From an optimization exercise on the open Yosys and OpenROAD flow, aimed at small area; shortcuts taken in it are not production practice. In this exercise RTL edits were held to simulation tests only and were not proved equivalent to the original. The clock port is modelled as an ideal driver, which makes a skipped or thinned clock tree look cheaper than it is; a real chip needs a root buffer or a tree. Power figures rest on the tool's default switching activity, not on a simulated workload.

juniper:
==> flow/design.v (excerpt) <==
module UART(clk, rst, WRITES, READS, UDI, RX, UART_INT, TX, UDO);
Size: ~3700 µm² of cells after synthesis.
==> flow/config.mk <==
export PLATFORM = sky130hd
export DESIGN_NAME = UART
export DESIGN_NICKNAME = UART
export VERILOG_FILES = /design/flow/design.v
export SDC_FILE = /design/flow/constraint.sdc
export NUM_CORES = 4
export LEC_CHECK = 0
export CAP_MARGIN = 20
export CORE_MARGIN = 2
export CORE_UTILIZATION = 70
export PLACE_DENSITY = 0.75
export SLEW_MARGIN = 20
==> flow/constraint.sdc <==
create_clock -name core_clock -period 10.0 [get_ports {clk}]
set_input_delay 2.0000 -clock core_clock [delete_from_list [all_inputs] [get_ports {clk}]]
set_output_delay 2.0000 -clock core_clock [all_outputs]
set_load 0.01 [all_outputs]
standard.sh (not shown) runs the stock make flow with config.mk's settings and CLKGATE_MAP_FILE= SYNTH_SCRIPT=/design/flow/synth_recipe.tcl, a recipe that flattens the netlist after the stock synthesis.
==> flow/flow/run.sh <==
#!/bin/bash
# The standard layout (standard.sh), with three changes:
#  - synthesis maps the logic with an area-oriented ABC script (flow/area.abc);
#    everything else in synthesis is ORFS's and the standard flow's own script;
#  - the port buffers are the smallest buffer cell;
#  - the clock tree is built by flow/manual_cts.tcl: the clock port drives one
#    clock buffer, which drives six buffers, each for the flip-flops of one
#    region of the core.
set -euo pipefail
here=$(pwd)
export AREA_SYNTH_DIR=$here
sed 's#^source $::env(SCRIPTS_DIR)/synth_preamble.tcl$#source $::env(SCRIPTS_DIR)/synth_preamble.tcl\nlset abc_args 1 '"$here"'/flow/area.abc#' \
  "$FLOW_HOME/scripts/synth.tcl" > my_synth.tcl
grep -q "flow/area.abc" my_synth.tcl
export MCTS_N=6 MCTS_COLS=2 MCTS_MAXG=15 MCTS_CELL=sky130_fd_sc_hd__clkbuf_8 \
  MCTS_ROOT=sky130_fd_sc_hd__clkbuf_2 MCTS_SLEW_PS=105 MCTS_BIG_CELL=sky130_fd_sc_hd__clkbuf_16
bash standard.sh "SYNTH_SCRIPT=$here/flow/area_synth.tcl" \
  "BUFFER_PORTS_ARGS=-buffer_cell sky130_fd_sc_hd__buf_1" \
  "PRE_CTS_TCL=$here/flow/manual_cts.tcl" \
  finish > standard_flow.log 2>&1
==> flow/flow/area.abc <==
&get -n
&st
&dc2
&dch -f
&nf -p -a -R 1000
&st
&dc2
&dch -f
&nf -p -a -R 1000
&st
&dc2
&dch -f
&nf -p -a -R 1000
&st
&dc2
&dch -f
&nf -p -a -R 1000
&st
&dc2
&dch -f
&nf -p -a -R 1000
&put
==> flow/flow/manual_cts.tcl <==
# Clock tree built by hand, in place of clock_tree_synthesis (sourced before
# CTS as PRE_CTS_TCL; cts.tcl then calls the proc below instead of TritonCTS).
# The clock port drives MCTS_N clock buffers (MCTS_CELL) directly; each drives
# the flip-flops of one region of the core. The regions start as an even split
# by position (columns by x, then rows by y) and are then made compact by a few
# rounds of k-means. A buffer whose estimated clock-pin slew is over
# MCTS_SLEW_PS is swapped for MCTS_BIG_CELL.
proc clock_tree_synthesis { args } {
  set n $::env(MCTS_N)
  set cell $::env(MCTS_CELL)
  set db [ord::get_db]
  set block [ord::get_db_block]
  set master [$db findMaster $cell]
  set clk [$block findNet clk]
  set sinks {}
  foreach it [$clk getITerms] {
    set inst [$it getInst]
    set box [$inst getBBox]
    set x [expr {([$box xMin] + [$box xMax]) / 2}]
    set y [expr {([$box yMin] + [$box yMax]) / 2}]
    lappend sinks [list $x $y $it]
  }
  set total [llength $sinks]
  set cols $::env(MCTS_COLS)
  set rows [expr {$n / $cols}]
  set sinks [lsort -integer -index 0 $sinks]
  set groups {}
  for {set c 0} {$c < $cols} {incr c} {
    set a [expr {$c * $total / $cols}]
    set b [expr {($c + 1) * $total / $cols - 1}]
    set col [lsort -integer -index 1 [lrange $sinks $a $b]]
    set m [llength $col]
    for {set r 0} {$r < $rows} {incr r} {
      lappend groups [lrange $col [expr {$r * $m / $rows}] [expr {($r + 1) * $m / $rows - 1}]]
    }
  }
  # k-means, keeping each group within MCTS_MAXG sinks
  set maxg $::env(MCTS_MAXG)
  for {set round 0} {$round < 10} {incr round} {
    set cents {}
    foreach g $groups {
      set sx 0; set sy 0
      foreach s $g { incr sx [lindex $s 0]; incr sy [lindex $s 1] }
      lappend cents [list [expr {$sx / [llength $g]}] [expr {$sy / [llength $g]}]]
    }
    # assign sinks, nearest first, to the nearest centre with room
    set pairs {}
    foreach s $sinks {
      set k 0
      foreach c $cents {
        set d [expr {abs([lindex $s 0] - [lindex $c 0]) + abs([lindex $s 1] - [lindex $c 1])}]
        lappend pairs [list $d $k $s]
        incr k
      }
    }
    set pairs [lsort -integer -index 0 $pairs]
    set done [dict create]
    set new {}
    for {set k 0} {$k < $n} {incr k} { lappend new {} }
    foreach p $pairs {
      set s [lindex $p 2]
      set key [lindex $s 2]
      if {[dict exists $done $key]} { continue }
      set k [lindex $p 1]
      if {[llength [lindex $new $k]] >= $maxg} { continue }
      lset new $k [concat [lindex $new $k] [list $s]]
      dict set done $key 1
    }
    set groups $new
  }
  # optional root buffer between the clock port and the leaf buffers
  set src $clk
  if {[info exists ::env(MCTS_ROOT)] && $::env(MCTS_ROOT) ne ""} {
    set root [odb::dbInst_create $block [$db findMaster $::env(MCTS_ROOT)] "clkbuf_root"]
    set rnet [odb::dbNet_create $block "clknet_root"]
    $rnet setSigType CLOCK
    [$root findITerm A] connect $clk
    [$root findITerm X] connect $rnet
    set sx 0; set sy 0
    foreach s $sinks { incr sx [lindex $s 0]; incr sy [lindex $s 1] }
    $root setLocation [expr {$sx / $total}] [expr {$sy / $total}]
    $root setPlacementStatus PLACED
    puts "manual CTS: clkbuf_root ($::env(MCTS_ROOT)) drives the $n leaf buffers"
    set src $rnet
  }
  set i 0
  set bufs {}
  foreach g $groups {
    set sx 0; set sy 0
    foreach s $g { incr sx [lindex $s 0]; incr sy [lindex $s 1] }
    set cx [expr {$sx / [llength $g]}]
    set cy [expr {$sy / [llength $g]}]
    set buf [odb::dbInst_create $block $master "clkbuf_leaf_$i"]
    set net [odb::dbNet_create $block "clknet_leaf_$i"]
    $net setSigType CLOCK
    [$buf findITerm A] connect $src
    [$buf findITerm X] connect $net
    foreach s $g {
      set it [lindex $s 2]
      $it disconnect
      $it connect $net
    }
    $buf setLocation $cx $cy
    $buf setPlacementStatus PLACED
    puts "manual CTS: clkbuf_leaf_$i ($cell) drives [llength $g] flip-flops at ($cx, $cy)"
    lappend bufs $buf
    incr i
  }
  # upsize the buffers whose flip-flops would see too slow a clock edge
  set_propagated_clock [all_clocks]
  estimate_parasitics -placement
  foreach buf $bufs {
    set worst 0
    foreach it [[[$buf findITerm X] getNet] getITerms] {
      if {[$it isOutputSignal]} { continue }
      set pin [get_pins [[$it getInst] getName]/[[$it getMTerm] getName]]
      foreach a {slew_max_rise slew_max_fall} {
        set s [get_property $pin $a]
        if {$s > $worst} { set worst $s }
      }
    }
    set ps [expr {[sta::time_ui_sta $worst] * 1e12}]
    puts "manual CTS: [$buf getName] worst clock-pin slew [format %.1f $ps] ps"
    if {$ps > $::env(MCTS_SLEW_PS)} {
      replace_cell [$buf getName] $::env(MCTS_BIG_CELL)
      puts "manual CTS: [$buf getName] swapped for $::env(MCTS_BIG_CELL)"
    }
  }
}
Other scripts of this flow, unchanged in this note and not shown: flow/flow/area_synth.tcl
What willow does differently from juniper at the input level:
- PLACE_DENSITY: 0.75 -> 0.9
- CORE_UTILIZATION: 70 -> 85
diff --git a/flow/flow/run.sh b/flow/flow/run.sh
--- a/flow/flow/run.sh
+++ b/flow/flow/run.sh
@@ -5,5 +5,5 @@
 #  - the port buffers are the smallest buffer cell;
 #  - the clock tree is built by flow/manual_cts.tcl: the clock port drives one
-#    clock buffer, which drives six buffers, each for the flip-flops of one
+#    clock buffer, which drives five buffers, each for the flip-flops of one
 #    region of the core.
 set -euo pipefail
@@ -13,6 +13,6 @@
   "$FLOW_HOME/scripts/synth.tcl" > my_synth.tcl
 grep -q "flow/area.abc" my_synth.tcl
-export MCTS_N=6 MCTS_COLS=2 MCTS_MAXG=15 MCTS_CELL=sky130_fd_sc_hd__clkbuf_8 \
-  MCTS_ROOT=sky130_fd_sc_hd__clkbuf_2 MCTS_SLEW_PS=105 MCTS_BIG_CELL=sky130_fd_sc_hd__clkbuf_16
+export MCTS_N=5 MCTS_COLS=1 MCTS_MAXG=18 MCTS_CELL=sky130_fd_sc_hd__clkbuf_8 \
+  MCTS_ROOT=sky130_fd_sc_hd__clkbuf_2 MCTS_SLEW_PS=110 MCTS_BIG_CELL=sky130_fd_sc_hd__clkbuf_16
 bash standard.sh "SYNTH_SCRIPT=$here/flow/area_synth.tcl" \
   "BUFFER_PORTS_ARGS=-buffer_cell sky130_fd_sc_hd__buf_1" \
==> flow/flow/area.abc <==
&get -n
&st
&syn3
&dc2
&dch -f
&nf -p -a -R 1000
&st
&syn3
&dc2
&dch -f
&nf -p -a -R 1000
&st
&syn3
&dc2
&dch -f
&nf -p -a -R 1000
&put
### Flow results
willow | ERROR | 3_3_place_gp
juniper ran to completion and came out clean on the timing, DRC and antenna checks.
On synthesized area, juniper and willow are basically level.
When willow is measured against juniper, its average cell area after synthesis turns out 3.0% lower.
willow vs. juniper: post-synthesis share of cell area spent on and, or, nand and nor gates decreased 0.64 points; adder-cell share of the synthesized area essentially unchanged.
Changes observed in willow relative to juniper: number of cell rows went down 3, die width went down about 9%, number of distinct standard cells referenced by the synthesized netlist went down 6, number of nets produced by synthesis went up about 2.6%, post-synthesis share of cell area spent on xor and xnor gates went up 0.25 points.
Compared with juniper, number of instances in the synthesized netlist in willow increased by a few percent.
For ember, these inputs were changed with respect to willow:
- swapping 0.9 for 0.85 in PLACE_DENSITY
- swapping 85 for 72 in CORE_UTILIZATION
- ember finished end to end and its layout was clean on timing, DRC and antenna.
- Re cell area after synthesis: no difference whatsoever between ember and willow.
- Comparing willow against ember, there is no change at all in mean instance size in the synthesized netlist.
- For die width, dividing the value from ember by the value from willow gives 1.08.
- From willow to ember the numbers moved as follows: number of rows created at floorplan went up by 3; gate count of the mapped netlist was more or less identical; initial standard-cell utilization of the core went down by 17 points.
- From ember to willow, sequential element share of the synthesized area did not move at all.
Edits applied to the flow inputs when going from ember to indigo:
- PLACE_DENSITY now 0.75, was 0.85
- CORE_UTILIZATION now 70, was 72
diff --git a/flow/flow/run.sh b/flow/flow/run.sh
--- a/flow/flow/run.sh
+++ b/flow/flow/run.sh
@@ -5,5 +5,5 @@
 #  - the port buffers are the smallest buffer cell;
 #  - the clock tree is built by flow/manual_cts.tcl: the clock port drives one
-#    clock buffer, which drives five buffers, each for the flip-flops of one
+#    clock buffer, which drives six buffers, each for the flip-flops of one
 #    region of the core.
 set -euo pipefail
@@ -13,6 +13,6 @@
   "$FLOW_HOME/scripts/synth.tcl" > my_synth.tcl
 grep -q "flow/area.abc" my_synth.tcl
-export MCTS_N=5 MCTS_COLS=1 MCTS_MAXG=18 MCTS_CELL=sky130_fd_sc_hd__clkbuf_8 \
-  MCTS_ROOT=sky130_fd_sc_hd__clkbuf_2 MCTS_SLEW_PS=110 MCTS_BIG_CELL=sky130_fd_sc_hd__clkbuf_16
+export MCTS_N=6 MCTS_COLS=2 MCTS_MAXG=15 MCTS_CELL=sky130_fd_sc_hd__clkbuf_8 \
+  MCTS_ROOT=sky130_fd_sc_hd__clkbuf_2 MCTS_SLEW_PS=105 MCTS_BIG_CELL=sky130_fd_sc_hd__clkbuf_16
 bash standard.sh "SYNTH_SCRIPT=$here/flow/area_synth.tcl" \
   "BUFFER_PORTS_ARGS=-buffer_cell sky130_fd_sc_hd__buf_1" \
[summary]
No stage failed in indigo, and the final checks on the layout all came back clean. Of ember and indigo, indigo shows the higher total design power, with ember below it. Floorplan die area on indigo is behind ember. Compared with ember, indigo ends up with more cell area. ember has lower global-route met2 utilization than indigo. indigo does worse than ember on hold slack. Diff ember -> indigo: cell count comparable, later-pin clock latency in the skew report grew by 0.07 ns.
The clock cells of juniper, ember and indigo come from the design's own scripts or RTL, not from TritonCTS.

-- static timing again, ports no longer ideal --
No port has a modelled driver above. Below, the same layouts with a new extraction and two added sets of constraints. Step 1 sets driving cells, clkbuf_16 on the clock port and buf_2 on the other inputs (assumed; they add their load-dependent delay and slew). Step 2 times the ports against the registers' clock, not the clock port: input delays grow and output delays shrink by t, the midpoint of the rising clock arrivals with the driver on. Slacks: ideal ports / drivers / drivers and shift; pairs: ideal ports / drivers.
run	t, ns	slack for setup (ns)	hold slack, ns	latest minus earliest clock arrival (ns)	cell pins on the clock port's net
juniper	0.501	5.172 / 5.148 / 5.148	0.420 / 0.420 / 0.420	0.006 / 0.006	1
ember	0.469	5.163 / 5.139 / 5.139	0.438 / 0.438 / 0.438	0.012 / 0.013	1
indigo	0.539	5.135 / 5.112 / 5.112	0.417 / 0.417 / 0.417	0.014 / 0.014	1
After both steps setup and hold are still met in every run listed.
